From an optimization exercise on the open Yosys and OpenROAD flow, aimed at small area; shortcuts taken in it are not production practice. At most, simulation tests tie the RTL to the original design; equivalence was not proved. The RTL of run 1 was laid out without a check of its function. No run shown here takes its clock network from TritonCTS; it comes from the design's own scripts or RTL. The clock port is modelled as an ideal driver, which makes a skipped or thinned clock tree look cheaper than it is; a real chip needs a root buffer or a tree. Power figures rest on the tool's default switching activity, not on a simulated workload.

<file path="config.mk">
export PLATFORM = sky130hd
export DESIGN_NAME = basys3_uart_alu
export DESIGN_NICKNAME = basys3_uart_alu
export VERILOG_FILES = /design/flow/design.v
export SDC_FILE = /design/flow/constraint.sdc
export NUM_CORES = 4
export LEC_CHECK = 0
export CAP_MARGIN = 20
export CORE_MARGIN = 2
export CORE_UTILIZATION = 70
export SLEW_MARGIN = 20
</file>
<file path="constraint.sdc">
create_clock -name core_clock -period 10.0 [get_ports {clk100mhz}]
set_input_delay 2.0000 -clock core_clock [delete_from_list [all_inputs] [get_ports {clk100mhz}]]
set_output_delay 2.0000 -clock core_clock [all_outputs]
set_load 0.01 [all_outputs]
</file>
<file path="design.v">
`timescale 1ns/1ps
`default_nettype none
module basys3_uart_alu (
  input  wire clk100mhz,
  input  wire btn_reset,    
  input  wire uart_rxd,
  output wire uart_txd
);
  wire clk = clk100mhz;
  wire rx  = uart_rxd;
  localparam [2:0] P_HDR = 3'd0, P_OP = 3'd1, P_A = 3'd2, P_B = 3'd3,
                   P_T0  = 3'd4, P_T1 = 3'd5, P_T2 = 3'd6;
  reg [2:0] ph;
  reg       busy;       
  reg [3:0] bc;         
  reg [9:0] t;          
  reg [7:0] A;          
  reg [3:0] q;          
  reg       m;          
  reg       c;          
  wire tick = (t[8:0] == 9'h161);
  always @(posedge clk)
    t <= {t[8:0], busy & (~(t[9] ^ t[6]) ^ tick)};
  wire w4 = (t[9:2] == 8'b10011011);
  wire w2 = w4 & t[1];
  wire last = bc[3] & bc[0];               
  wire data = (bc != 4'd0) && !last;
  wire txph = ph[2];
  always @(posedge clk or posedge btn_reset) begin
    if (btn_reset) begin
      ph   <= P_HDR;
      busy <= 1'b0;
    end else begin
      if (!busy) begin
        if (!rx) busy <= 1'b1;
      end else if (tick) begin
        if (ph == P_T2) begin
          if (bc == 4'd8) begin ph <= P_HDR; busy <= 1'b0; end   
        end else if (last) begin
          case (ph)
            P_T0: ph <= P_T1;
            P_T1: ph <= P_T2;
            default: begin
              busy <= 1'b0;
              if (rx) begin
                if (m)               ph <= P_OP;
                else if (ph == P_OP) ph <= P_A;
                else if (ph == P_A)  ph <= P_B;
                else if (ph == P_B) begin ph <= P_T0; busy <= 1'b1; end
              end
            end
          endcase
        end
      end
    end
  end
  always @(posedge clk) begin
    if (!busy || (tick && last)) bc <= 4'd0;
    else if (tick)               bc <= bc + 4'd1;
  end
  wire op_lo  = ~A[4] & ~A[3];
  wire q_ari  = op_lo & A[5] & ~A[2] & ~A[0];
  wire q_log  = op_lo & A[5] &  A[2];
  wire q_sh   = op_lo & ~A[5] & ~A[2] & A[1];
  wire [3:0] q_new = {q_log | q_sh, q_ari | q_sh, A[1:0]};
  wire arith  = ~q[3] &  q[2];
  wire is_sub = arith & q[1];
  wire is_log =  q[3] & ~q[2];
  wire is_sh  =  q[3] &  q[2];
  wire is_sra = is_sh & q[0];
  wire a0   = A[0];
  wire bb   = rx ^ is_sub;
  wire sum  = a0 ^ bb ^ c;
  wire cout = arith & ((a0 & bb) | (a0 & c) | (bb & c));
  reg  r;
  always @* begin
    r = 1'b0;
    if (arith) r = sum;
    else if (is_log) begin
      case (q[1:0])
        2'b00: r = a0 & rx;
        2'b01: r = a0 | rx;
        2'b10: r = a0 ^ rx;
        2'b11: r = ~(a0 | rx);
      endcase
    end
  end
  wire sh_win = (bc == 4'd1) ? tick :
                (bc == 4'd2) ? w2 :
                (bc == 4'd3) ? w4 : 1'b0;
  reg fl;
  always @* begin
    case (bc)
      4'd1: fl = ~|A;
      4'd2: fl = A[6];
      4'd3: fl = c;
      4'd4: fl = q[0];
      default: fl = 1'b0;
    endcase
  end
  always @(posedge clk) begin
    if (!busy) begin
      m <= 1'b1;
      c <= is_sub;
    end
    if (tick && data) begin
      m <= m & (rx ^ bc[0]);
      case (ph)
        P_HDR, P_OP, P_A: A <= {rx, A[7:1]};
        P_B: begin
          if (!is_sh) A <= {r, A[7:1]};
          c <= cout;
          if (bc == 4'd8) q[0] <= c ^ cout;    
        end
        P_T1, P_T2: A <= {fl, A[7:1]};
        default: ;
      endcase
    end
    if (tick && last && ph == P_OP) q <= q_new;
    if (ph == P_B && is_sh && sh_win && rx) A <= {is_sra & A[7], A[7:1]};
  end
  assign uart_txd = !txph         ? 1'b1 :
                    (ph == P_T0)  ? bc[0] :
                    (bc == 4'd0)  ? 1'b0 :
                    last | A[0];
endmodule
`default_nettype wire
</file>
<file path="flow/run.sh">
#!/bin/bash
# Own layout flow: the standard layout (standard.sh) with
#  - our synthesis script (synth.tcl: no extract_fa, area-oriented ABC),
#  - buf_1 cells as the port buffers,
#  - a one-level clock tree of two buffers (clock_bufs.tcl, in place of TritonCTS).
# Make's full output goes to make.log; each step's log is under orfs/logs.
set -euo pipefail
W=$(pwd)
F=$W/flow

sed -e "s#SYNTH_SCRIPT=[^ ]*#SYNTH_SCRIPT=$F/synth.tcl BUFFER_PORTS_ARGS=-buffer_cell\\\\ sky130_fd_sc_hd__buf_1 PRE_CTS_TCL=$F/clock_bufs.tcl OWN_CLOCK_PORT=clk100mhz OWN_CLOCK_BUF=sky130_fd_sc_hd__clkbuf_8 OWN_CLOCK_GROUPS=2#" standard.sh > own_standard.sh
bash own_standard.sh > make.log 2>&1 || { tail -50 make.log; exit 1; }
tail -5 make.log
</file>
<file path="flow/abc1.script">
strash
dc2
dch -f
map -a
strash
dch -f
map -a
</file>
<file path="flow/abc2.script">
strash
dc2
dch -f
map -a
</file>
<file path="flow/abc3.script">
strash
dc2
dch -f
map -a
strash
dc2
dch -f
map -a
strash
dch -f
map -a
</file>
<file path="flow/abc4.script">
strash
&get -n
&dch -f
&nf -R 1000
&put
</file>
<file path="flow/abc5.script">
strash
dch
map -a
</file>
<file path="flow/abc6.script">
strash
dc2
dch -f
map -a
strash
balance -l
rewrite -l
refactor -l
balance -l
rewrite -l
rewrite -z -l
balance -l
refactor -z -l
rewrite -z -l
balance -l
dch -f
map -a
</file>
<file path="flow/clock_bufs.tcl">
# A clock tree of one level, run in place of TritonCTS: the flip-flops are split
# into OWN_CLOCK_GROUPS groups by position (sorted along x, equal sizes), and
# each group gets one OWN_CLOCK_BUF buffer at its centre, driven by the clock port.
proc clock_tree_synthesis {args} {
  set block [ord::get_db_block]
  set port_net [[$block findBTerm $::env(OWN_CLOCK_PORT)] getNet]
  set sinks {}
  foreach p [get_pins -of_objects [get_nets [$port_net getName]]] {
    set it [sta::sta_to_db_pin $p]
    if {$it == "NULL"} { continue }
    if {[$it getIoType] != "INPUT"} { continue }
    set loc [[$it getInst] getLocation]
    lappend sinks [list [lindex $loc 0] [lindex $loc 1] $p]
  }
  set sinks [lsort -integer -index 0 $sinks]
  set n [llength $sinks]
  set k $::env(OWN_CLOCK_GROUPS)
  set dbu [$block getDbUnitsPerMicron]
  for {set g 0} {$g < $k} {incr g} {
    set lo [expr {($g * $n) / $k}]
    set hi [expr {(($g + 1) * $n) / $k - 1}]
    set pins {}; set sx 0.0; set sy 0.0
    foreach s [lrange $sinks $lo $hi] {
      lappend pins [lindex $s 2]
      set sx [expr {$sx + [lindex $s 0]}]
      set sy [expr {$sy + [lindex $s 1]}]
    }
    set m [llength $pins]
    set x [expr {$sx / $m / $dbu}]
    set y [expr {$sy / $m / $dbu}]
    puts "own flow: clock buffer $g ($::env(OWN_CLOCK_BUF)) for $m flip-flops at $x $y"
    insert_buffer -buffer_cell $::env(OWN_CLOCK_BUF) -net [$port_net getName] \
      -load_pins $pins -buffer_name clkbuf_$g -net_name clknet_$g -location [list $x $y]
  }
  set_propagated_clock [all_clocks]
}
</file>
<file path="flow/synth.tcl">
# The standard flow's synthesis script (synth_recipe.tcl in the work folder), with two changes
# to the combinational logic only; flip-flops are mapped before either applies:
#  - no extract_fa: half and full adders are left to ABC instead of fixed cells;
#  - ABC runs a generic pass first, then each area script abc*.script beside this
#    file, and the smallest mapped result is kept.
set ::own_dir [file dirname [file normalize [info script]]]
proc extract_fa {args} { puts "own flow: extract_fa skipped" }
proc abc {args} {
  set si [lsearch -exact $args -script]
  set lib [lindex $args [expr {[lsearch -exact $args -liberty] + 1}]]
  set stat $::env(LOG_DIR)/own_abc_stat.txt
  yosys design -save own_pre
  set best -1
  foreach k [lsort [glob $::own_dir/abc*.script]] {
    yosys design -load own_pre
    yosys abc -fast
    yosys abc {*}[lreplace $args $si [expr {$si + 1}] -script $k]
    yosys tee -q -o $stat stat -liberty $lib
    set fh [open $stat r]; set txt [read $fh]; close $fh
    regexp {Chip area for module[^:]*:\s*([0-9.]+)} $txt -> area
    puts "own flow: $k area $area"
    if {$best < 0 || $area < $best} {
      set best $area
      yosys design -save own_best
    }
  }
  yosys design -load own_best
  puts "own flow: kept area $best"
}
source [file join [file dirname $::own_dir] synth_recipe.tcl]
</file>
<file path="standard.sh">
#!/bin/bash
# synth_recipe.tcl (not shown) runs the flow's synth.tcl, then flattens the netlist and writes it again
# the make line also repeats each setting of config.mk as NAME=value (left out here)
make -C /OpenROAD-flow-scripts/flow DESIGN_CONFIG=/design/flow/config.mk WORK_HOME=/design/flow/orfs CLKGATE_MAP_FILE= SYNTH_SCRIPT=/design/flow/synth_recipe.tcl "${@:-finish}"
</file>
==> results of run 1 <==
## cell usage after synthesis (3+ instances only)
cell	number
and3_1	3
nor2b_1	3
a21oi_1	14
nand4b_1	3
o21ai_0	15
a21o_1	3
dfxtp_1	15
edfxtp_1	13
nand2_1	18
nand3_1	6
nor2_1	15
nor3_1	4
nand4_1	3
dfrtp_1	4
nor4_1	4
nand2b_1	5
## logic make-up (layout without fill, tap and decap cells)
| family | Yosys count | in the layout | share of synthesized area |
|---|---|---|---|
| AND/OR/NAND/NOR | 71 | 71 | 0.254 |
| AO/OA/AOI/OAI | 42 | 42 | 0.169 |
| flip-flops | 32 | 32 | 0.548 |
| XOR/XNOR | 4 | 4 | 0.0243 |
| buffers and inverters | 2 | 7 | 0.00520 |
## registers in the layout, summed over array words and instances, names as in the netlist
signal and flops:
A 8, q 4, t 10, c 1
busy 1, ph 3, m 1, bc 4
## layout by cell type, fill, tap and decap left out, drive strengths merged
| master | instances |
|---|---|
| a211oi | 1 |
| a21o | 3 |
| a21oi | 14 |
| a22o | 1 |
| a311oi | 1 |
| a31oi | 1 |
| and2 | 1 |
| and3 | 3 |
| and4 | 2 |
| buf | 3 |
| clkbuf | 2 |
| clkinv | 2 |
| dfrtp | 4 |
| dfxtp | 15 |
| edfxtp | 13 |
| nand2 | 18 |
| nand2b | 5 |
| nand3 | 6 |
| nand3b | 1 |
| nand4 | 3 |
| nand4b | 3 |
| nor2 | 15 |
| nor2b | 3 |
| nor3 | 4 |
| nor3b | 1 |
| nor4 | 4 |
| nor4b | 1 |
| o2111ai | 1 |
| o211ai | 1 |
| o21ai | 15 |
| o21bai | 1 |
| o22ai | 1 |
| o31ai | 2 |
| or3 | 1 |
| xnor2 | 2 |
| xor2 | 2 |
## power groups by stage
stage	clock network [µW]	logic [µW]	registers [µW]
5_1_grt	51.6	6.21	138
4_1_cts	49.3	5.46	138
6_report	49.4	5.43	138
3_3_place_gp	0	5.02	141
2_1_floorplan	0	3.83	140
3_5_place_dp	0	5.35	141
## metrics by stage
step | cell area, µm² | hold WS, ns
detailed placement | 1490 | 0.345
CTS | 1520 | 0.364
global route | 1520 | 0.368
finish | 1520 | 0.363
floorplan | 1440 | 0.331
global placement | 1490 | 0.341
## layout make-up, clock buffers not listed
class / instances / area [µm²]
Multi-Input combinational cell: 117 / 646
Tap cell: 27 / 33.8
Inverter: 2 / 7.51
Fill cell: 158 / 445
Timing Repair Buffer: 3 / 11.3
Sequential cell: 32 / 791
## worst max-delay path by stage
stage	startpoint	endpoint	cells past startpoint
2_1_floorplan	uart_rxd	A[7]$_DFFE_PP_	6
3_3_place_gp	uart_rxd	A[7]$_DFFE_PP_	7
3_5_place_dp	uart_rxd	A[7]$_DFFE_PP_	7
4_1_cts	uart_rxd	A[7]$_DFFE_PP_	7
5_1_grt	uart_rxd	A[7]$_DFFE_PP_	7
6_report	uart_rxd	A[7]$_DFFE_PP_	7
## worst max-delay path, cell delays in order
cell and delay [ns]:
buf_1 0.36, xor2_1 0.16, or3_1 0.36, a31oi_1 0.22, o22ai_1 0.11, a311oi_1 0.27
a21oi_1 0.06
## layer usage
layer / track usage / up-vias / wire [µm]
met4: 0.0231 / 0 / 24
met3: 0.0245 / 4 / 195
met5: 0 / - / 0
li1: - / 577 / -
met2: 0.439 / 41 / 1430
met1: 0.331 / 568 / 1190
==> summary.md, run 1 <==
| Metric | Value |
|---|---|
| Routed via count | about 1.2k |
| Hold buffers post-CTS | 0 |
| Largest net degree at the start of global routing | 17 |
| Reg2Reg Depth | 5 |
| Starting Density | 0.736 |
| Iter 0 DRT Violations | 44 |
| Final Cycle Share | 0.363 |
| R2r setup slk | 7.70 ns |
| Average vias per placed instance | 6.50 |
| P&R area growth vs syn | 5.03% |
| Clock transition at path regs | about 0.10 ns |
| Final Setup Violations | 0 |
| Die Ht | 49.4 µm |
| Final #Nets | 161 |
| WS Path Type | input pin to flop |
| RD Place Congestion | a little over 0.9 |
| Post-Route WL | 2840 µm |
| Mean post-synth cell area | between 9 and 10 µm² |
| HP Class | flop to flop |
| R2r endpoint | q[0]$_DFFE_PP_ |
| Sw frac | 0.184 |
| Worst-Margin Slew | 1.01 ns |
| Max-Cap Viols | 0 |
| Crit Path Max Fanout | 11 |
| Die area | about 2400 µm² |
| Crit start category | input pin |
| Layout cells sized above 1 | 0.0128 |
| Reg2reg start | t[6]$_DFF_P_ |
| Largest area contributor in the netlist | edfxtp_1 |
| CP arrival | roughly 3.5 ns |
| Setup ws final | 6.37 ns |
| Hold EP | t[5]$_DFF_P_ |
| Cell variety after synth | 34 |
| Maximum VDD drop | 156 µV |
| WL per Instance | 15.5 µm |
| Mapped Area | ~1400 µm² |
| Clk latency of the worst-skew pair | between 0.15 and 0.2 ns |
| Max transition margin | 0.322 |
| Postcts setup bufs | 0 |
| Sw Pwr | 35.5 µW |
| I/O pin total | 4 |
| Achievable frequency | 0.276 GHz |
| RSZ-0062 raised after global routing | no |
| Final setup TNS | 0 ns |
| Flop pwr share | 0.716 |
| Placed cell count | 181 |
| Dpl ws | 6.25 ns |
| DRC viols | 0 |
| Sequential area share after synthesis | 0.548 |
| Synthesized flop and latch total | 32 |
| EDFF count, synth | 13 |
| Global-route wire length before repair | 4790 µm |
| Number of global-route vias before repair | approximately 1.1k |
| Port bufs | 3 |
| Worst Skew | 0.0157 ns |
| Total global routing overflow | 0 |
| Internal | 157 µW |
| Dominant cells by area after synthesis | edfxtp_1 (27%), dfxtp_1 (21%), dfrtp_1 (6.9%) |
| GRT Util Overall | 0.244 |
| Power share of the combinational group | 0.028 |
| Power per Cell Area | 127 nW/µm² |
| Hold Startpoint | t[4]$_DFF_P_ |
| Antenna-violating nets left | 0 |
| Clock network power share | 0.256 |
| Ys flop type | dfxtp_1 |
| Setup crit end kind | flop |
| DRT Pass-1 Iters | 4 |
| Slew Viols, Final | 0 |
| Initial antenna violation count | 0 |
| Post-synth top area share | 0.270 |
| Power, Total | 193 µW |
| Leak | 0.000561 µW |
| CP required | 9.91 ns |
| Site Rows | 16 |
| Std-Cell Core Area | 1960 µm² |
| Final std cells w/o fill | 183 |
| CTS resizes | 0 |
| Post-synthesis net count | 154 |
| Die Wd | 49.4 µm |
| Crit path time final | 3.63 ns |
| Async SR Flop Fraction | 0.125 |
| Hpwl dp | 2110 µm |
| Hold Fails Final Rpt | 0 |
| Final core occ | 0.773 |
| Hold path depth | 0 |
| Synth warnings | 1 |
| N_diodes | 0 |
| Run status | no timing/DRC/antenna violations |
| Synthesized instance count | 151 |
==> inputs of run 2 (changes only) <==
==> design.v (replaced) <==
`timescale 1ns/1ps
`default_nettype none
module basys3_uart_alu (
  input  wire clk100mhz,
  input  wire btn_reset,    
  input  wire uart_rxd,
  output wire uart_txd
);
  wire clk = clk100mhz;
  wire rx  = uart_rxd;
  reg       tx;
  reg [1:0] p;
  reg       busy;       
  reg [3:0] bc;         
  reg [9:0] t;          
  reg [7:0] A;          
  reg [3:0] q;          
  reg       m;          
  reg       c;          
  wire tick = (t[8:0] == 9'h161);
  always @(posedge clk)
    t <= {t[8:0], busy & (~(t[9] ^ t[6]) ^ tick)};
  wire w4 = (t[9:2] == 8'b10011011);
  wire w2 = w4 & t[1];
  wire last = bc[3] & bc[0];               
  wire data = (bc != 4'd0) && !last;       
  wire fe   = tick & last;                 
  always @(posedge clk or posedge btn_reset) begin
    if (btn_reset) begin
      tx   <= 1'b0;
      p    <= 2'd0;
      busy <= 1'b0;
    end else if (!busy) begin
      if (!rx) busy <= 1'b1;
    end else if (fe) begin
      if (tx) begin
        p <= {p[1] & p[0], p[1] & ~p[0]};
        if (p == 2'd1) begin tx <= 1'b0; busy <= 1'b0; end
      end else begin
        busy <= 1'b0;
        if (rx) begin                           
          p <= {~m & (p[1] | p[0]), m | p[1]};
          if (!m && p == 2'd3) begin tx <= 1'b1; busy <= 1'b1; end
        end
      end
    end
  end
  always @(posedge clk) begin
    if (!busy || (tick && last)) bc <= 4'd0;
    else if (tick)               bc <= bc + 4'd1;
  end
  wire op_lo  = ~A[4] & ~A[3];
  wire q_ari  = op_lo & A[5] & ~A[2] & ~A[0];
  wire q_log  = op_lo & A[5] &  A[2];
  wire q_sh   = op_lo & ~A[5] & ~A[2] & A[1];
  wire [3:0] q_new = {q_log | q_sh, q_ari | q_sh, A[1:0]};
  wire arith  = ~q[3] &  q[2];
  wire is_sub = arith & q[1];
  wire is_log =  q[3] & ~q[2];
  wire is_sh  =  q[3] &  q[2];
  wire is_sra = is_sh & q[0];
  wire a0   = A[0];
  wire bb   = rx ^ is_sub;
  wire sum  = a0 ^ bb ^ c;
  wire cout = arith & ((a0 & bb) | (a0 & c) | (bb & c));
  reg  r;
  always @* begin
    r = 1'b0;
    if (arith) r = sum;
    else if (is_log) begin
      case (q[1:0])
        2'b00: r = a0 & rx;
        2'b01: r = a0 | rx;
        2'b10: r = a0 ^ rx;
        2'b11: r = ~(a0 | rx);
      endcase
    end
  end
  wire sh_win = (bc == 4'd1) ? tick :
                (bc == 4'd2) ? w2 :
                (bc == 4'd3) ? w4 : 1'b0;
  reg fl;
  always @* begin
    case (bc)
      4'd2: fl = ~|A;
      4'd3: fl = A[6];
      4'd4: fl = c;
      4'd5: fl = q[0];
      default: fl = 1'b0;
    endcase
  end
  always @(posedge clk) begin
    if (!busy) begin
      m <= 1'b1;
      c <= is_sub;
    end
    if (tick && data) m <= m & (rx ^ bc[0]);
    if (tick && data && !tx) begin
      case (p)
        2'd0, 2'd1, 2'd2: A <= {rx, A[7:1]};
        2'd3: begin
          if (!is_sh) A <= {r, A[7:1]};
          c <= cout;
          if (bc == 4'd8) q[0] <= c ^ cout;    
        end
      endcase
    end
    if (tick && tx && p != 2'd3 && bc[3:1] != 3'd0) A <= {fl, A[7:1]};
    if (fe && !tx && p == 2'd1) q <= q_new;
    if (!tx && p == 2'd3 && is_sh && sh_win && rx) A <= {is_sra & A[7], A[7:1]};
  end
  assign uart_txd = !tx ? 1'b1 :
                    (p == 2'd3 || bc[3:1] == 3'd0) ? ~bc[0] : A[0];
endmodule
`default_nettype wire
--- a/config.mk
+++ b/config.mk
@@ -6,6 +6,6 @@
 export NUM_CORES = 4
 export LEC_CHECK = 0
 export CAP_MARGIN = 20
-export CORE_MARGIN = 2
-export CORE_UTILIZATION = 70
+export CORE_AREA = 3 3 63 63
+export DIE_AREA = 0 0 66 66
 export SLEW_MARGIN = 20
==> summary.md, run 2 <==
| Metric | Value |
|---|---|
| Biggest registers after layout | t: 10 flops, A: 8 flops |
| Hold Fails Final Rpt | 0 (unchanged) |
| XOR/XNOR Fraction of Synth Area | 0.0249 (+0.000625) |
| Average vias per placed instance | 5.26 (-19%) |
| DRC viols | 0 (unchanged) |
| Sequential area share after synthesis | 0.562 (+0.0141) |
| Crit Path Max Fanout | 6 (-5) |
| Synth Area in Simple Gates | 0.189 (-0.0646) |
| Max FFs per register | 10 (unchanged) |
| Die area | 4360 µm² (+78%) |
| Synth warnings | 1 (unchanged) |
| Die Ht | 66 µm (+34%) |
| Setup ws final | 6.44 ns (+0.0693 ns) |
| Std-Cell Core Area | 3390 µm² (+73%) |
| Power per Cell Area | 133 nW/µm² (+4.7%) |
| Achievable frequency | 0.281 GHz (+1.9%) |
| P&R area growth vs syn | 6.84% |
| Routed via count | 1110 (-6.7%) |
| Die Wd | 66 µm (+34%) |
| Antenna-violating nets left | 0 (unchanged) |
| Post-synthesis net count | 163 (+5.8%) |
| Run status | no timing/DRC/antenna violations |
| CP Cell Sequence | clkinv_1, nor2_1, a21oi_1, clkinv_1, a21oi_1, o21ai_0, buf_1 |
| Slowest-stage cell, CP | dfrtp_1 |
| CTS resizes | 0 (unchanged) |
| CP arrival | 1.56 ns (-1.98 ns) |
| Crit start category | flop |
| Hold buffers post-CTS | 0 (unchanged) |
| Postcts setup bufs | 0 (unchanged) |
| Cell variety after synth | 24 (-29%) |
| Slew Viols, Final | 0 (unchanged) |
| Number of global-route vias before repair | 1039 (-3.3%) |
| Site Rows | 21 (+5) |
| Ys flop type | dfxtp_1 |
| EDFF count, synth | 13 (unchanged) |
| Synthesized-area fraction occupied by adder cells | 0 (unchanged) |
| Post-synth top area share | 0.277 (+0.00697) |
| Compound-cell area share of the yosys netlist | 0.163 (-0.00631) |
| Most frequent cells in the layout | clkinv_1 (23), nand2_1 (23), nor2_1 (19), a21oi_1 (16), dfxtp_1 (15) |
| Cell family with most CP delay | flip-flops |
| WS Path Type | flop to primary output |
| HP Class | flop to flop |
| Largest reg by FF count | t |
| N_diodes | 0 (unchanged) |
| Setup crit end kind | primary output |
| Leak | 0.000516 µW (-8.0%) |
| Final Setup Violations | 0 (unchanged) |
| Dpl ws | 6.38 ns (+0.128 ns) |
| Final setup TNS | 0 ns (unchanged) |
| Post-Route WL | 2770 µm (-2.6%) |
| Worst path buffer plus inverter count | 3 (+2) |
| Max transition margin | 0.378 (+0.0555) |
| Main combinational cell family by area after synthesis | simple AND/OR/NAND/NOR gates |
| Dominant cells by area after synthesis | edfxtp_1 (28%), dfxtp_1 (21%), dfrtp_1 (7.1%) |
| Mux share of post-synthesis cell area | 0 (unchanged) |
| DRT Pass-1 Iters | 4 (unchanged) |
| CP peak stage delay | 0.42 ns (+0.06 ns) |
| GRT Util Overall | 0.131 (-0.113) |
| Clock transition at path regs | 0.10 ns (about the same) |
| RSZ-0062 raised after global routing | no |
| RD Place Congestion | 0.819 (-10%) |
| Layout cells sized above 1 | 0.0182 (+0.00536) |
| CP required | 8.00 ns (-1.91 ns) |
| Total global routing overflow | 0 (unchanged) |
| Largest area contributor in the netlist | edfxtp_1 |
| Crit path time final | 3.56 ns (-0.0693 ns) |
| Hpwl dp | 2160 µm (+2.3%) |
| Initial antenna violation count | 0 (unchanged) |
| WL per Instance | 13.1 µm (-16%) |
| Max-Cap Viols | 0 (unchanged) |
| Worst-Margin Slew | 0.925 ns (-0.0826 ns) |
| Hold Slack | 0.361 ns (-0.00238 ns) |
| Worst Skew | 0.0100 ns (-0.00565 ns) |
| Port bufs | 3 (unchanged) |
| Mean post-synth cell area | 8.80 µm² (-8.0%) |
| Commonest cells post-synth | clkinv_1 (23), nand2_1 (23), nor2_1 (19) |
| Largest net degree at the start of global routing | 17 (unchanged) |
| Power, Total | 200 µW (+3.9%) |
| Final Cycle Share | 0.356 (-0.00693) |
| Async SR Flop Fraction | 0.125 (unchanged) |
| I/O pin total | 4 (unchanged) |
| Global-route wire length before repair | 4640 µm (-3.0%) |
| Synthesized flop and latch total | 32 (unchanged) |
| Final #Nets | 170 (+5.6%) |
| Starting Density | 0.415 (-0.321) |
| Clk latency of the worst-skew pair | 0.16 ns (about the same) |
| Synthesized instance count | 160 (+6.0%) |
| Mapped Area | 1410 µm² (-2.5%) |
| R2r setup slk | 7.38 ns (-0.32 ns) |
| Maximum VDD drop | 120 µV (-23%) |
| Iter 0 DRT Violations | 63 (+43%) |
run 2: path summary, 6_finish.rpt:
check	from	to	cells past startpoint
max	p[1]$_DFFE_PP0P_	uart_txd	7
min	t[4]$_DFF_P_	t[5]$_DFF_P_	0
max reg2reg	t[6]$_DFF_P_	q[0]$_DFFE_PP_	9
min reg2reg	t[4]$_DFF_P_	t[5]$_DFF_P_	0
max in group asynchronous	btn_reset	p[1]$_DFFE_PP0P_	2
min in group asynchronous	btn_reset	busy$_DFF_PP0_	2
run 2: final cells by class, clock buffers not listed:
| type | instances | area (µm²) |
|---|---|---|
| Fill cell | 352 | 1890 |
| Inverter | 23 | 86.3 |
| Multi-Input combinational cell | 105 | 531 |
| Sequential cell | 32 | 791 |
| Tap cell | 46 | 57.6 |
| Timing Repair Buffer | 3 | 11.3 |
run 2: cell families after synthesis:
logic type,after synthesis
AOI/OAI and AO/OA,39
buffers and inverters,23
and+or+nand+nor,62
xor gates and xnor gates,4
DFF,32
run 2: stage by stage:
stage | cells | area (µm²) | utilization
floorplan | 160 | 1410 | -
global placement | 209 | 1480 | 0.436
detailed placement | 209 | 1480 | 0.436
CTS | 211 | 1500 | 0.444
global route | 211 | 1500 | 0.444
finish | 211 | 1500 | 0.444
run 2: per-layer routing:
| metal | global-route usage | vias to the layer above | routed length (µm) |
|---|---|---|---|
| li1 | - | 572 | - |
| met1 | 0.183 | 506 | 1310 |
| met2 | 0.229 | 28 | 1290 |
| met3 | 0.00850 | 4 | 134 |
| met4 | 0.0152 | 0 | 28 |
| met5 | 0 | - | 0 |
run 2: report_power, final:
group | total [µW] | leakage (µW) | switching, µW | internal, µW
Sequential | 139 | 0.000282 | 1.81 | 137
Clock | 50.0 | 0.0000144 | 31.5 | 18.5
Combinational | 10.9 | 0.000220 | 7.26 | 3.68
Total | 200 | 0.000516 | 40.6 | 159
==> inputs of run 3 (changes only) <==
--- a/design.v
+++ b/design.v
@@ -25,7 +25,7 @@
   wire last = bc[3] & bc[0];               
   wire data = (bc != 4'd0) && !last;       
   wire fe   = tick & last;                 
-  always @(posedge clk or posedge btn_reset) begin
+  always @(posedge clk) begin
     if (btn_reset) begin
       tx   <= 1'b0;
       p    <= 2'd0;
==> flow/synth.tcl (replaced) <==
# The standard flow's synthesis script (synth_recipe.tcl in the work folder), with two changes
# to the combinational logic only; flip-flops are mapped before either applies:
#  - no extract_fa: half and full adders are left to ABC instead of fixed cells;
#  - ABC runs a generic pass first, then each of the area scripts below, and the
#    smallest mapped result is kept. The deepsyn runs are deterministic: a fixed
#    seed (-S) and a stop after J steps without improvement, no time limit.
set ::own_scripts {
  "strash; dc2; dch -f; map -a; strash; dch -f; map -a"
  "strash; dc2; dch -f; map -a"
  "strash; dc2; dch -f; map -a; strash; dc2; dch -f; map -a; strash; dch -f; map -a"
  "strash; &get -n; &dch -f; &nf -R 1000; &put"
  "strash; dch; map -a"
}
foreach s {1 2 3 4 5 6 7 8 9 10 11 12 13 14 15 16} {
  lappend ::own_scripts "strash; &get -n; &deepsyn -J 50 -S $s; &put; dc2; dch -f; map -a; strash; dch -f; map -a"
}
proc extract_fa {args} { puts "own flow: extract_fa skipped" }
proc abc {args} {
  set si [lsearch -exact $args -script]
  set lib [lindex $args [expr {[lsearch -exact $args -liberty] + 1}]]
  set stat $::env(LOG_DIR)/own_abc_stat.txt
  yosys design -save own_pre
  set best -1
  set i 0
  foreach s $::own_scripts {
    incr i
    set f $::env(LOG_DIR)/own_abc_$i.script
    set fh [open $f w]; puts $fh [join [split $s ";"] "\n"]; close $fh
    yosys design -load own_pre
    yosys abc -fast
    yosys abc {*}[lreplace $args $si [expr {$si + 1}] -script $f]
    yosys tee -q -o $stat stat -liberty $lib
    set fh [open $stat r]; set txt [read $fh]; close $fh
    regexp {Chip area for module[^:]*:\s*([0-9.]+)} $txt -> area
    puts "own flow: script $i ($s) area $area"
    if {$best < 0 || $area < $best} {
      set best $area
      yosys design -save own_best
    }
  }
  yosys design -load own_best
  puts "own flow: kept area $best"
}
source [file join [file dirname [file dirname [file normalize [info script]]]] synth_recipe.tcl]
removed: flow/abc1.script
removed: flow/abc2.script
removed: flow/abc3.script
removed: flow/abc4.script
removed: flow/abc5.script
removed: flow/abc6.script
==> summary.md, run 3 <==
| Metric | Value |
|---|---|
| HP Class | flop to flop |
| GRT Util Overall | 0.124 (-0.00682) |
| Total global routing overflow | 0 (unchanged) |
| I/O pin total | 4 (unchanged) |
| Commonest cells post-synth | clkinv_1 (22), nor2_1 (20), dfxtp_1 (19) |
| CP required | 8.00 ns (about the same) |
| Post-synth top area share | 0.288 (+0.0108) |
| Critical path's most frequent cell | nor2_1 |
| Hpwl dp | 2000 µm (-7.3%) |
| Critical path origin | p[0]$_SDFFE_PP0P_ |
| Internal | 160 µW (+0.61%) |
| Antenna-violating nets left | 0 (unchanged) |
| CTS resizes | 0 (unchanged) |
| Power per Cell Area | 135 nW/µm² (+1.7%) |
| Hold Startpoint | t[5]$_DFF_P_ |
| Post-Route WL | 2510 µm (-9.2%) |
| Initial antenna violation count | 0 (unchanged) |
| Leak | 0.000461 µW (-11%) |
| Power share of the combinational group | 0.031 (-0.024) |
| Synthesized instance count | 151 (-5.6%) |
| Final Cycle Share | 0.341 (-0.0150) |
| Seq. cell area | 771 µm² (-2.5%) |
| CP Cell Sequence | clkinv_1, nor2_1, nor2_1, a21oi_1, o21ai_0, buf_1 |
| Biggest registers after layout | t: 10 flops, A: 8 flops |
| Cell variety after synth | 21 (-13%) |
| Met3 wire len | 118 µm (-12%) |
| Largest reg by FF count | t |
| P&R area growth vs syn | 7.66% |
| Iter 0 DRT Violations | 57 (-9.5%) |
| Sw Pwr | 37.0 µW (-8.9%) |
| Sw frac | 0.187 (-0.0155) |
| Worst Skew | 0.00627 ns (-0.00376 ns) |
| Hold buffers post-CTS | 0 (unchanged) |
| Global-route wire length before repair | 4410 µm (-5.0%) |
| Met1 WL | 1220 µm (-7.1%) |
| Site Rows | 21 (unchanged) |
| Max FFs per register | 10 (unchanged) |
| Largest area contributor in the netlist | edfxtp_1 |
| Mapped Area | 1360 µm² (-3.7%) |
| Die area | 4360 µm² (unchanged) |
| Async SR Flop Fraction | 0 (-0.125) |
| Fillers | 331 (-6.0%) |
| Placed cell count | 200 (-4.3%) |
| Sequential area share after synthesis | 0.569 (+0.00701) |
| Most common cell in the synthesized netlist | clkinv_1 |
| Port bufs | 3 (unchanged) |
| Die Wd | 66 µm (unchanged) |
| N_diodes | 0 (unchanged) |
| Slew Viols, Final | 0 (unchanged) |
| Routed via count | 1051 (-5.3%) |
| Hold Fails Final Rpt | 0 (unchanged) |
| DRC viols | 0 (unchanged) |
| Maximum VDD drop | 112 µV (-6.6%) |
| DRT Pass-1 Iters | 4 (unchanged) |
| Max-Cap Viols | 0 (unchanged) |
| Most common cell after layout, fill and taps aside | clkinv_1 |
| Synthesized flop and latch total | 32 (unchanged) |
| Most frequent cells in the layout | clkinv_1 (22), nor2_1 (20), dfxtp_1 (19), nand2_1 (16), a21oi_1 (14) |
| Number of global-route vias before repair | 982 (-5.5%) |
| Multi-input logic area | 509 µm² (-4.0%) |
| Synth warnings | 1 (unchanged) |
| Slowest-stage cell, CP | dfxtp_1 |
| Highest routed layer | met4 |
| Die Ht | 66 µm (unchanged) |
| EDFF count, synth | 13 (unchanged) |
| Layout cells sized above 1 | 0.0321 (+0.0139) |
| Placed inst area | 1420 µm² (-3.6%) |
| Final setup TNS | 0 ns (unchanged) |
| Final #Nets | 161 (-5.3%) |
| Run status | no timing/DRC/antenna violations |
| Post-synthesis net count | 154 (-5.5%) |
| Worst-Margin Slew | 0.702 ns (-0.224 ns) |
| Largest net degree at the start of global routing | 17 (unchanged) |
| Clk latency of the worst-skew pair | 0.15 ns (about the same) |
| Dominant cells by area after synthesis | edfxtp_1 (29%), dfxtp_1 (28%), clkinv_1 (6.1%) |
| Clock transition at path regs | 0.09 ns (about the same) |
| Setup crit end kind | primary output |
| Post-route cell area | 1460 µm² (-3.0%) |
| Crit start category | flop |
| Final Setup Violations | 0 (unchanged) |
| Met2 wire len | 1160 µm (-10%) |
| RD Place Congestion | 0.829 (+1.3%) |
| Flop pwr share | 0.723 (+0.028) |
| Max transition margin | 0.531 (+0.154) |
| CP arrival | 1.41 ns (-0.15 ns) |
| Average vias per placed instance | 5.20 (-1.1%) |
| RSZ-0062 raised after global routing | no |
| Std-Cell Core Area | 3390 µm² (unchanged) |
| WL per Instance | 12.4 µm (-5.2%) |
| Clock network power share | 0.245 (-0.005) |
| WS Path Type | flop to primary output |
| Final std cells w/o fill | 202 (-4.3%) |
| Mean post-synth cell area | 8.97 µm² (+2.0%) |
| Starting Density | 0.400 (-0.0155) |
| Crit path time final | 3.41 ns (-0.150 ns) |
| Reg2reg start | t[3]$_DFF_P_ |
| Ys flop type | dfxtp_1 |
| Postcts setup bufs | 0 (unchanged) |
| Crit Path Max Fanout | 5 (-1) |
| Achievable frequency | 0.293 GHz (+4.4%) |
| CP peak stage delay | 0.39 ns (-0.03 ns) |
==> run 3: logic make-up after synthesis <==
kind of cell              count (synthesis)  share of synthesized area
xor gates and xnor gates                  3                     0.0194
DFF                                      32                      0.569
buffers and inverters                    22                     0.0609
AOI/OAI and AO/OA                        39                      0.170
and+or+nand+nor                          55                      0.181
==> run 3: worst paths after layout <==
kind	end	slack, ns	cells after the start
max	uart_txd	6.59	6
min reg2reg	t[6]$_DFF_P_	0.36	0
min	t[6]$_DFF_P_	0.36	0
max reg2reg	A[5]$_DFFE_PP_	7.38	7
==> run 3: area by class of cell, clock buffers not listed <==
| class | count | share of cell area |
|---|---|---|
| Multi-Input combinational cell | 97 | 0.349 |
| Inverter | 22 | 0.0566 |
| Sequential cell | 32 | 0.528 |
| Tap cell | 46 | 0.0395 |
| Timing Repair Buffer | 3 | 0.00772 |
==> run 3: through the flow <==
step           utilization  total power [µW]  worst slack (ns)  hold slack [ns]
2_1_floorplan            -               149              6.87            0.331
3_3_place_gp         0.420               152              6.46            0.340
3_5_place_dp         0.420               152              6.43            0.340
4_1_cts              0.428               199              6.59            0.358
5_1_grt              0.430               205              6.44            0.362
6_report             0.430               197              6.59            0.356
==> run 3: worst max-delay path: cells and delay by family (launching register included) <==
family | cells | cell delay (ns)
AND/OR/NAND/NOR | 2 | 0.37
buffers and inverters | 2 | 0.28
flip-flops | 1 | 0.39
AO/OA/AOI/OAI | 2 | 0.23
==> run 3: power groups by stage <==
stage	clock network, µW	registers [µW]	logic [µW]
after floorplan	0	145	4.50
after global placement	0	146	6.02
after detailed placement	0	146	6.13
after CTS	50.0	143	6.20
after global routing	53.8	144	7.21
final	48.4	143	6.19
==> run 3: routing by layer <==
metal	global-route usage	up-vias
met5	0	-
met4	0.0102	0
met3	0.00850	2
met2	0.212	19
met1	0.179	486
li1	-	544
==> inputs of run 4 (changes only) <==
--- a/design.v
+++ b/design.v
@@ -25,7 +25,7 @@
   wire last = bc[3] & bc[0];               
   wire data = (bc != 4'd0) && !last;       
   wire fe   = tick & last;                 
-  always @(posedge clk) begin
+  always @(posedge clk or posedge btn_reset) begin
     if (btn_reset) begin
       tx   <= 1'b0;
       p    <= 2'd0;
==> summary.md, run 4 <==
| Metric | Value |
|---|---|
| Most frequent cells in the layout | nor2_1 (24), clkinv_1 (22), nand2_1 (18), dfxtp_1 (15), o21ai_0 (14) |
| WL per Instance | 12.0 µm (-3.7%) |
| Number of global-route vias before repair | 983 (+0.10%) |
| Largest area contributor in the netlist | edfxtp_1 |
| Run status | no timing/DRC/antenna violations |
| Critical path origin | uart_rxd |
| Cell variety after synth | 22 (+4.8%) |
| Synthesized-area fraction occupied by adder cells | 0 (unchanged) |
| Power, Total | 219 µW (+11%) |
| Clock transition at path regs | 0.10 ns (about the same) |
| Iter 0 DRT Violations | 96 (+68%) |
| Max transition margin | 0.515 (-0.0163) |
| Site Rows | 21 (unchanged) |
| RSZ-0062 raised after global routing | no |
| Largest reg by FF count | t |
| Final Cycle Share | 0.341 (about the same) |
| Crit start category | input pin |
| Average vias per placed instance | 5.16 (-0.79%) |
| CP arrival | 3.29 ns (+1.88 ns) |
| Internal | 172 µW (+7.1%) |
| Reg2Reg Depth | 11 (+4) |
| Worst Skew | 0.0139 ns (+0.00768 ns) |
| EDFF count, synth | 13 (unchanged) |
| WS Path Type | input pin to flop |
| I/O pin total | 4 (unchanged) |
| Starting Density | 0.404 (+0.00406) |
| Mapped Area | 1370 µm² (+1.0%) |
| Dominant cells by area after synthesis | edfxtp_1 (29%), dfxtp_1 (22%), dfrtp_1 (7.3%) |
| GRT Util Overall | 0.122 (-0.00157) |
| Sw frac | 0.214 (+0.0270) |
| Layout cells sized above 1 | 0.0253 (-0.00673) |
| Synthesized instance count | 153 (+1.3%) |
| Antenna-violating nets left | 0 (unchanged) |
| RD Place Congestion | 0.860 (+3.8%) |
| Final #Nets | 163 (+1.2%) |
| Achievable frequency | 0.293 GHz (about the same) |
| Post-synth top area share | 0.285 (-0.00290) |
| N_diodes | 0 (unchanged) |
| Worst-Margin Slew | 0.722 ns (+0.0200 ns) |
| Post-route cell area | 1470 µm² (+0.94%) |
| Crit path time final | 3.41 ns (-0.000740 ns) |
| Port bufs | 3 (unchanged) |
| Final setup TNS | 0 ns (unchanged) |
| Ys flop type | dfxtp_1 |
| Most common cell after layout, fill and taps aside | nor2_1 |
| HP Class | flop to flop |
| Clk latency of the worst-skew pair | 0.16 ns (about the same) |
| Clock network power share | 0.224 (-0.021) |
| Mean post-synth cell area | 8.95 µm² (-0.30%) |
| Routed via count | 1053 (+0.19%) |
| Total global routing overflow | 0 (unchanged) |
| Die area | 4360 µm² (unchanged) |
| Initial antenna violation count | 0 (unchanged) |
| DRT Pass-1 Iters | 4 (unchanged) |
| Final Setup Violations | 0 (unchanged) |
| Hold Fails Final Rpt | 0 (unchanged) |
| Hpwl dp | 1900 µm (-5.0%) |
| Synthesized flop and latch total | 32 (unchanged) |
| Placed inst area | 1440 µm² (+0.97%) |
| Die Ht | 66 µm (unchanged) |
| Maximum VDD drop | 97.8 µV (-13%) |
| Biggest registers after layout | t: 10 flops, A: 8 flops |
| Async SR Flop Fraction | 0.125 (+0.125) |
| Max FFs per register | 10 (unchanged) |
| Leak | 0.000510 µW (+11%) |
| XOR/XNOR Fraction of Synth Area | 0.0256 (+0.00620) |
| CTS resizes | 0 (unchanged) |
| Commonest cells post-synth | nor2_1 (24), clkinv_1 (22), nand2_1 (18) |
| Compound-cell area share of the yosys netlist | 0.155 (-0.0145) |
| End point of the critical path | q[0]$_DFFE_PP_ |
| CP required | 9.89 ns (+1.89 ns) |
| Global-route wire length before repair | 4460 µm (+1.1%) |
| Post-Route WL | 2440 µm (-2.7%) |
| DRC viols | 0 (unchanged) |
| Hold buffers post-CTS | 0 (unchanged) |
| Setup crit end kind | flop |
| Most common cell in the synthesized netlist | nor2_1 |
| Reg2reg start | t[6]$_DFF_P_ |
| Std-Cell Core Area | 3390 µm² (unchanged) |
| P&R area growth vs syn | 7.59% (about the same) |
| Main combinational cell family by area after synthesis | simple AND/OR/NAND/NOR gates |
| Post-synthesis net count | 156 (+1.3%) |
| Synth Area in Simple Gates | 0.181 (about the same) |
| R2r setup slk | 7.32 ns (-0.06 ns) |
| Max-Cap Viols | 0 (unchanged) |
| Flop pwr share | 0.716 (-0.007) |
| Die Wd | 66 µm (unchanged) |
| Postcts setup bufs | 0 (unchanged) |
| Synth warnings | 1 (unchanged) |
| Power share of the combinational group | 0.060 (+0.029) |
| Crit Path Max Fanout | 7 (+2) |
| Slew Viols, Final | 0 (unchanged) |
| Sequential area share after synthesis | 0.578 (+0.00891) |
| R2r endpoint | q[0]$_DFFE_PP_ |
| Sw Pwr | 46.9 µW (+27%) |
| Mux share of post-synthesis cell area | 0 (unchanged) |
| Largest net degree at the start of global routing | 17 (unchanged) |
| Power per Cell Area | 149 nW/µm² (+9.8%) |
-- run 4: changes by cell type in the layout (fill, tap and decap cells not counted), moves of 2 or more --
| cell | previous run | this run |
|---|---|---|
| a21oi_1 | 14 | 12 |
| dfrtp_1 | 0 | 4 |
| dfxtp_1 | 19 | 15 |
| nand2_1 | 16 | 18 |
| nand3_1 | 4 | 7 |
| nor2_1 | 20 | 24 |
| nor4_1 | 5 | 2 |
| o211ai_1 | 4 | 1 |
-- run 4: area by class of cell, clock buffers not listed --
type / instances / area (µm²)
fillers: 322 / 1920
flip-flops and latches: 32 / 791
multi-input cells: 99 / 503
inverters: 22 / 82.6
well taps: 46 / 57.6
repair buffers: 3 / 11.3
-- run 4: power groups by stage --
stage	clock network [µW]	registers (µW)	logic [µW]
after detailed placement	0	160	12.9
after global placement	0	159	13.1
final	49.0	157	13.0
after floorplan	0	157	10.5
after CTS	51.1	157	13.1
after global routing	56.0	158	16.2
-- run 4: worst min path at each step --
stage          cells past startpoint  slack (ns)           end          from
5_1_grt                            0        0.37  t[1]$_DFF_P_  t[0]$_DFF_P_
4_1_cts                            0        0.36  t[1]$_DFF_P_  t[0]$_DFF_P_
2_1_floorplan                      0        0.33  t[6]$_DFF_P_  t[5]$_DFF_P_
3_5_place_dp                       0        0.34  t[1]$_DFF_P_  t[0]$_DFF_P_
6_report                           0        0.35  t[1]$_DFF_P_  t[0]$_DFF_P_
3_3_place_gp                       0        0.33  t[1]$_DFF_P_  t[0]$_DFF_P_
-- run 4: cells by family (layout without fill, tap and decap cells) --
kind of cell,after synthesis,after routing
xor+xnor,4,4
compound gates,36,36
simple gates,59,59
flops,32,32
buf+inv,22,27
-- run 4: stage by stage --
step,utilization,std cells,hold slack (ns),setup WS [ns]
floorplan,-,153,0.331,6.80
global placement,0.424,202,0.335,6.47
detailed placement,0.424,202,0.341,6.42
CTS,0.432,204,0.358,6.56
global route,0.434,204,0.367,6.36
finish,0.434,204,0.354,6.59
-- run 4: layer usage --
layer | share of wire | routed length (µm) | global-route usage | up-vias
met5 | 0 | 0 | 0 | -
met4 | 0.011 | 28 | 0.0127 | 0
met3 | 0.036 | 87 | 0.0102 | 4
met2 | 0.47 | 1150 | 0.205 | 16
met1 | 0.48 | 1180 | 0.178 | 492
li1 | - | - | - | 541
-- run 4: worst max-delay path, stage by stage --
cell,delay [ns]
buf_1,0.22
clkinv_1,0.22
xor2_1,0.21
clkinv_1,0.07
nor2_1,0.04
o21ai_0,0.26
xor2_1,0.18
o21ai_0,0.10
==> inputs of run 5 (changes only) <==
--- a/design.v
+++ b/design.v
@@ -25,7 +25,7 @@
   wire last = bc[3] & bc[0];               
   wire data = (bc != 4'd0) && !last;       
   wire fe   = tick & last;                 
-  always @(posedge clk or posedge btn_reset) begin
+  always @(posedge clk) begin
     if (btn_reset) begin
       tx   <= 1'b0;
       p    <= 2'd0;
--- a/config.mk
+++ b/config.mk
@@ -5,7 +5,7 @@
 export SDC_FILE = /design/flow/constraint.sdc
 export NUM_CORES = 4
 export LEC_CHECK = 0
-export CAP_MARGIN = 20
+export CAP_MARGIN = 0
 export CORE_AREA = 3 3 63 63
 export DIE_AREA = 0 0 66 66
-export SLEW_MARGIN = 20
+export SLEW_MARGIN = 0
==> summary.md, run 5 <==
| Metric | Value |
|---|---|
| Power, Total | 197 µW (-9.7%) |
| Final #Nets | 161 (-1.2%) |
| Total global routing overflow | 0 (unchanged) |
| Fillers | 333 (+3.4%) |
| Clk latency of the worst-skew pair | 0.15 ns (about the same) |
| Final core occ | 0.428 (-0.00628) |
| Worst-Margin Slew | 1.12 ns (+0.398 ns) |
| CP required | 8.00 ns (-1.89 ns) |
| Clock network power share | 0.245 (+0.021) |
| Antenna-violating nets left | 0 (unchanged) |
| Leak | 0.000457 µW (-10%) |
| Average vias per placed instance | 5.17 (+0.13%) |
| Postcts setup bufs | 0 (unchanged) |
| Mapped Area | 1360 µm² (-1.0%) |
| Final Setup Violations | 0 (unchanged) |
| Clock transition at path regs | 0.10 ns (about the same) |
| Run status | no timing/DRC/antenna violations |
| Critical path origin | p[0]$_SDFFE_PP0P_ |
| Most common cell after layout, fill and taps aside | clkinv_1 |
| Power share of the combinational group | 0.031 (-0.029) |
| CP arrival | 1.41 ns (-1.88 ns) |
| Commonest cells post-synth | clkinv_1 (22), nor2_1 (20), dfxtp_1 (19) |
| Highest routed layer | met4 |
| Max FFs per register | 10 (unchanged) |
| Achievable frequency | 0.293 GHz (-0.14%) |
| Met1 WL | 1230 µm (+3.9%) |
| Port bufs | 3 (unchanged) |
| Die Wd | 66 µm (unchanged) |
| Crit path time final | 3.41 ns (+0.00472 ns) |
| EDFF count, synth | 13 (unchanged) |
| Iter 0 DRT Violations | 87 (-9.4%) |
| Biggest registers after layout | t: 10 flops, A: 8 flops |
| Worst Skew | 0.00681 ns (-0.00714 ns) |
| Placed cell count | 200 (-0.99%) |
| Site Rows | 21 (unchanged) |
| Max-Cap Viols | 0 (unchanged) |
| Synth warnings | 1 (unchanged) |
| Std-Cell Core Area | 3390 µm² (unchanged) |
| Mean post-synth cell area | 8.97 µm² (+0.31%) |
| Hold Fails Final Rpt | 0 (unchanged) |
| Met3 wire len | 102 µm (+17%) |
| Post-Route WL | 2510 µm (+2.7%) |
| Met2 wire len | 1160 µm (+1.4%) |
| Die area | 4360 µm² (unchanged) |
| Most common cell in the synthesized netlist | clkinv_1 |
| Post-synthesis net count | 154 (-1.3%) |
| Reg2reg start | t[3]$_DFF_P_ |
| DRT Pass-1 Iters | 4 (unchanged) |
| Internal | 160 µW (-6.6%) |
| Routed via count | 1044 (-0.85%) |
| Power per Cell Area | 136 nW/µm² (-8.4%) |
| Hold buffers post-CTS | 0 (unchanged) |
| N_diodes | 0 (unchanged) |
| Most frequent cells in the layout | clkinv_1 (22), nor2_1 (20), dfxtp_1 (19), nand2_1 (16), a21oi_1 (14) |
| Layout cells sized above 1 | 0.0256 (+0.000325) |
| WL per Instance | 12.4 µm (+3.8%) |
| Initial antenna violation count | 0 (unchanged) |
| I/O pin total | 4 (unchanged) |
| Hpwl dp | 2000 µm (+5.2%) |
| Die Ht | 66 µm (unchanged) |
| P&R area growth vs syn | 7.11% |
| WS Path Type | flop to primary output |
| Final setup TNS | 0 ns (unchanged) |
| RD Place Congestion | 0.829 (-3.6%) |
| Post-synth top area share | 0.288 (+0.00290) |
| Crit Path Max Fanout | 5 (-2) |
| Dpl ws | 6.43 ns (+0.0166 ns) |
| Multi-input logic area | 502 µm² (-0.25%) |
| Starting Density | 0.400 (-0.00406) |
| CTS resizes | 0 (unchanged) |
| Sequential area share after synthesis | 0.569 (-0.00891) |
| Largest reg by FF count | t |
| Crit start category | flop |
| Seq. cell area | 771 µm² (-2.5%) |
| Sw Pwr | 37.0 µW (-21%) |
| Ys flop type | dfxtp_1 |
| Cell variety after synth | 21 (-4.5%) |
| RSZ-0062 raised after global routing | no |
| Hold Startpoint | t[5]$_DFF_P_ |
| Setup crit end kind | primary output |
| Dominant cells by area after synthesis | edfxtp_1 (29%), dfxtp_1 (28%), clkinv_1 (6.1%) |
| HP Class | flop to flop |
| GRT Util Overall | 0.124 (+0.00157) |
| Largest area contributor in the netlist | edfxtp_1 |
| R2r setup slk | 7.06 ns (-0.26 ns) |
| Number of global-route vias before repair | 982 (-0.10%) |
| Synthesized flop and latch total | 32 (unchanged) |
| Maximum VDD drop | 112 µV (+15%) |
| Flop pwr share | 0.723 (+0.007) |
| Global-route wire length before repair | 4410 µm (-1.1%) |
| Final std cells w/o fill | 202 (-0.98%) |
| DRC viols | 0 (unchanged) |
| Sw frac | 0.187 (-0.0270) |
| Setup ws final | 6.59 ns (-0.00472 ns) |
| Synthesized instance count | 151 (-1.3%) |
| Slew Viols, Final | 0 (unchanged) |
| Final Cycle Share | 0.341 (+0.000472) |
| Largest net degree at the start of global routing | 17 (unchanged) |
| Max transition margin | 0.242 (-0.273) |
| Async SR Flop Fraction | 0 (-0.125) |
==> run 5: cell types whose count changed after synthesis, moves of 2 or more <==
| cell | delta |
|---|---|
| nor4_1 | +3 |
| o211ai_1 | +3 |
| dfrtp_1 | -4 |
| a21oi_1 | +2 |
| dfxtp_1 | +4 |
| nand3_1 | -3 |
| nor2_1 | -4 |
| nand2_1 | -2 |
==> run 5: cell families (layout without fill, tap and decap cells) <==
| group | after synthesis | in the layout | synth area share |
|---|---|---|---|
| flops | 32 | 32 | 0.569 |
| simple gates | 55 | 55 | 0.181 |
| xor+xnor | 3 | 3 | 0.0194 |
| compound gates | 39 | 39 | 0.170 |
| buf+inv | 22 | 27 | 0.0609 |
==> run 5: layout make-up, clock buffers not listed <==
cell class | count | area share
inverters | 22 | 0.0569
multi-input cells | 97 | 0.346
well taps | 46 | 0.0397
flip-flops and latches | 32 | 0.531
repair buffers | 3 | 0.00776
==> run 5: path summary, 6_finish.rpt <==
kind                                  endpoint  cells past startpoint
worst max register to register  A[5]$_DFFE_PP_                      7
worst min register to register    t[6]$_DFF_P_                      0
worst min-delay path              t[6]$_DFF_P_                      0
worst max-delay path                  uart_txd                      6
==> run 5: power by group through the flow <==
stage	combinational (µW)	clock, µW	sequential [µW]
floorplan	4.50	0	145
global placement	6.02	0	146
detailed placement	6.13	0	146
CTS	6.20	50.0	143
global route	7.21	53.8	144
finish	6.22	48.4	143
==> run 5: routing by layer <==
layer	track usage	vias to the layer above
met3	0.00850	2
met1	0.179	485
met2	0.212	14
met5	0	-
met4	0.0102	0
li1	-	543
==> run 5: stage by stage <==
step / area (µm²) / hold slack, ns
after floorplan: 1360 / 0.331
after global placement: 1420 / 0.340
after detailed placement: 1420 / 0.340
after CTS: 1450 / 0.358
after global routing: 1450 / 0.362
final: 1450 / 0.356
==> run 5: critical path: stages, from the launching register on <==
cell and delay (ns):
dfxtp_1 0.39, clkinv_1 0.13, nor2_1 0.28, nor2_1 0.09, a21oi_1 0.12, o21ai_0 0.11
buf_1 0.15
==> inputs of run 6 (changes only) <==
--- a/flow/synth.tcl
+++ b/flow/synth.tcl
@@ -13,6 +13,7 @@
 }
 foreach s {1 2 3 4 5 6 7 8 9 10 11 12 13 14 15 16} {
   lappend ::own_scripts "strash; &get -n; &deepsyn -J 50 -S $s; &put; dc2; dch -f; map -a; strash; dch -f; map -a"
+  lappend ::own_scripts "strash; &get -n; &deepsyn -J 50 -S $s; &put; &get -n; &dch -f; &nf -a -R 1000; &put"
 }
 proc extract_fa {args} { puts "own flow: extract_fa skipped" }
 proc abc {args} {
==> summary.md, run 6 <==
| Metric | Value |
|---|---|
| Starting Density | 0.391 (-0.00923) |
| Crit Path Max Fanout | 11 (+6) |
| Hold EP | t[8]$_DFF_P_ |
| Dpl ws | 6.43 ns (-0.00354 ns) |
| Leak | 0.000456 µW (about the same) |
| Synth warnings | 1 (unchanged) |
| Achievable frequency | 0.288 GHz (-1.7%) |
| Maximum VDD drop | 113 µV (+1.1%) |
| Crit path time final | 3.47 ns (+0.0579 ns) |
| Postcts setup bufs | 0 (unchanged) |
| Slew Viols, Final | 0 (unchanged) |
| Multi-input logic area | 527 µm² (+5.0%) |
| Clock transition at path regs | 0.11 ns (about the same) |
| Async SR Flop Fraction | 0 (unchanged) |
| EDFF count, synth | 13 (unchanged) |
| Final Setup Violations | 0 (unchanged) |
| Seq. cell area | 771 µm² (unchanged) |
| RSZ-0062 raised after global routing | no |
| R2r endpoint | q[0]$_DFFE_PP_ |
| N_diodes | 0 (unchanged) |
| Dominant cells by area after synthesis | edfxtp_1 (29%), dfxtp_1 (29%), nand2_1 (4.0%) |
| Max FFs per register | 10 (unchanged) |
| Hold path depth | 0 (unchanged) |
| Fillers | 339 (+1.8%) |
| Die Ht | 66 µm (unchanged) |
| Cell family with most CP delay | compound AO/OA/AOI/OAI gates |
| Mapped Area | 1320 µm² (-2.3%) |
| CP required | 10.04 ns (+2.04 ns) |
| Final Cycle Share | 0.347 (+0.00579) |
| I/O pin total | 4 (unchanged) |
| Largest net degree at the start of global routing | 17 (unchanged) |
| Run status | no timing/DRC/antenna violations |
| Antenna-violating nets left | 0 (unchanged) |
| Max transition margin | 0.449 (+0.207) |
| Most common cell after layout, fill and taps aside | dfxtp_1 |
| Global-route wire length before repair | 4370 µm (-0.95%) |
| CP Cell Sequence | buf_1, o21ai_0, a2111oi_0, o21ai_0, o211ai_1, o211ai_1, nand2_1 |
| Hold buffers post-CTS | 0 (unchanged) |
| Total global routing overflow | 0 (unchanged) |
| Clk latency of the worst-skew pair | 0.16 ns (about the same) |
| Power per Cell Area | 140 nW/µm² (+2.7%) |
| Crit path depth | 7 (+1) |
| Std-Cell Core Area | 3390 µm² (unchanged) |
| HP Class | flop to flop |
| Layout cells sized above 1 | 0.0144 (-0.0113) |
| WL per Instance | 13.5 µm (+8.9%) |
| Port bufs | 3 (unchanged) |
| Most common cell in the synthesized netlist | dfxtp_1 |
| Number of global-route vias before repair | 954 (-2.9%) |
| Final setup TNS | 0 ns (unchanged) |
| Die area | 4360 µm² (unchanged) |
| WS Path Type | input pin to flop |
| CP arrival | 3.51 ns (+2.10 ns) |
| Average vias per placed instance | 5.51 (+6.7%) |
| Commonest cells post-synth | dfxtp_1 (19), nand2_1 (14), edfxtp_1 (13), nor2_1 (13) |
| Sequential area share after synthesis | 0.582 (+0.0134) |
| Most frequent cells in the layout | dfxtp_1 (19), nand2_1 (14), edfxtp_1 (13), nor2_1 (13) |
| Initial antenna violation count | 0 (unchanged) |
| Post-synthesis net count | 137 (-11%) |
| DRC viols | 0 (unchanged) |
| Slowest-stage cell, CP | a2111oi_0 |
| Reg2reg start | t[3]$_DFF_P_ |
| Max-Cap Viols | 0 (unchanged) |
| CP peak stage delay | 0.46 ns (+0.07 ns) |
| Largest area contributor in the netlist | edfxtp_1 |
| Ys flop type | dfxtp_1 |
| Hold Startpoint | t[7]$_DFF_P_ |
| Final core occ | 0.419 (-0.00923) |
| GRT Util Overall | 0.121 (-0.00260) |
| CTS resizes | 0 (unchanged) |
| Site Rows | 21 (unchanged) |
| DRT Pass-1 Iters | 4 (unchanged) |
| Crit start category | input pin |
| P&R area growth vs syn | 7.28% |
| Die Wd | 66 µm (unchanged) |
| Cell variety after synth | 32 (+52%) |
| Hold Fails Final Rpt | 0 (unchanged) |
| Post-synth top area share | 0.295 (+0.00681) |
| Synthesized instance count | 134 (-11%) |
| Worst path buffer plus inverter count | 1 (-1) |
| Synthesized flop and latch total | 32 (unchanged) |
| Power, Total | 198 µW (+0.45%) |
| Hpwl dp | 1820 µm (-9.4%) |
| Routed via count | 1020 (-2.3%) |
| Setup ws final | 6.53 ns (-0.0579 ns) |
| Post-Route WL | 2500 µm (-0.28%) |
| Mean post-synth cell area | 9.88 µm² (+10%) |
| Final #Nets | 144 (-11%) |
| Setup crit end kind | flop |
| RD Place Congestion | 0.840 (+1.3%) |
| Largest reg by FF count | t |
| Worst Skew | 0.0171 ns (+0.0103 ns) |
| Reg2Reg Depth | 7 (unchanged) |
| Worst-Margin Slew | 0.820 ns (-0.299 ns) |
| Iter 0 DRT Violations | 168 (+93%) |
| R2r setup slk | 7.43 ns (+0.37 ns) |
| Biggest registers after layout | t: 10 flops, A: 8 flops |
-- run 6: cell types whose count changed after synthesis, moves of 2 or more --
cell | before | now
nor2_1 | 20 | 13
nand2_1 | 16 | 14
nor4_1 | 5 | 2
a211oi_1 | 0 | 2
o31ai_1 | 2 | 0
o21ai_0 | 13 | 10
clkinv_1 | 22 | 7
nand3_1 | 4 | 9
and3_1 | 0 | 2
o311ai_0 | 3 | 0
a21oi_1 | 14 | 10
-- run 6: layer usage --
metal	vias up	wire length, µm	GRT usage
met5	-	0	0
met4	0	46	0.0279
met3	5	149	0.0136
met2	36	1100	0.186
met1	474	1210	0.182
li1	505	-	-
-- run 6: worst max-delay path by stage --
| stage | start | endpoint |
|---|---|---|
| 6_report | uart_rxd | A[7]$_DFFE_PP_ |
| 5_1_grt | uart_rxd | A[7]$_DFFE_PP_ |
| 4_1_cts | uart_rxd | A[7]$_DFFE_PP_ |
| 3_5_place_dp | uart_rxd | A[7]$_DFFE_PP_ |
| 3_3_place_gp | uart_rxd | q[0]$_DFFE_PP_ |
| 2_1_floorplan | uart_rxd | q[0]$_DFFE_PP_ |
-- run 6: logic make-up after synthesis --
| family | share of synthesized area |
|---|---|
| flops | 0.582 |
| mux | 0.00756 |
| compound gates | 0.164 |
| simple gates | 0.186 |
| xor+xnor | 0.0331 |
| buf+inv | 0.0199 |
| fa+ha+maj | 0.00756 |
-- run 6: through the flow --
| step | hold slack, ns | area [µm²] | std cells |
|---|---|---|---|
| 2_1_floorplan | 0.330 | 1320 | 134 |
| 3_3_place_gp | 0.336 | 1390 | 183 |
| 3_5_place_dp | 0.339 | 1390 | 183 |
| 4_1_cts | 0.356 | 1420 | 185 |
| 5_1_grt | 0.369 | 1420 | 185 |
| 6_report | 0.356 | 1420 | 185 |
-- run 6: cell type report, clock buffers not listed --
class | count | area share
Inverter | 7 | 0.0185
Timing Repair Buffer | 3 | 0.00793
Multi-Input combinational cell | 95 | 0.371
Sequential cell | 32 | 0.543
Tap cell | 46 | 0.0405
-- run 6: report_power, final --
part,switching (µW),leakage (µW),internal (µW)
Sequential,3.34,0.000272,139
Combinational,3.21,0.000170,2.35
Clock,31.7,0.0000144,18.6
Total,38.2,0.000456,160

[re-timing with driven ports]
How much do the figures lean on ideal ports? The routed layouts below were timed once more, with nothing changed but the port constraints. Step 1, drivers: a clkbuf_16 drives clk100mhz and a buf_2 each remaining input, both assumed. Step 2 moves the port delays by t, midway between the first and last clock arrival at a register: inputs arrive t later, outputs are due t later. That takes back most of the time a late clock gives input paths. Slacks: ideal ports / drivers / drivers and shift; pairs: ideal ports / drivers.
| run | t, ns | setup slack, ns | hold WS [ns] | latest minus earliest clock arrival (ns) |
|---|---|---|---|---|
| run 1 | 0.181 | 6.372 / 6.379 / 6.198 | 0.363 / 0.363 / 0.363 | 0.016 / 0.016 |
| run 2 | 0.186 | 6.441 / 6.407 / 6.394 | 0.361 / 0.361 / 0.361 | 0.011 / 0.010 |
| run 3 | 0.182 | 6.591 / 6.558 / 6.424 | 0.356 / 0.356 / 0.356 | 0.006 / 0.006 |
| run 4 | 0.184 | 6.591 / 6.584 / 6.411 | 0.354 / 0.354 / 0.354 | 0.014 / 0.014 |
| run 5 | 0.182 | 6.587 / 6.554 / 6.415 | 0.356 / 0.356 / 0.356 | 0.007 / 0.006 |
| run 6 | 0.188 | 6.529 / 6.537 / 6.349 | 0.356 / 0.356 / 0.356 | 0.017 / 0.017 |
After both steps every run listed still meets setup and hold.
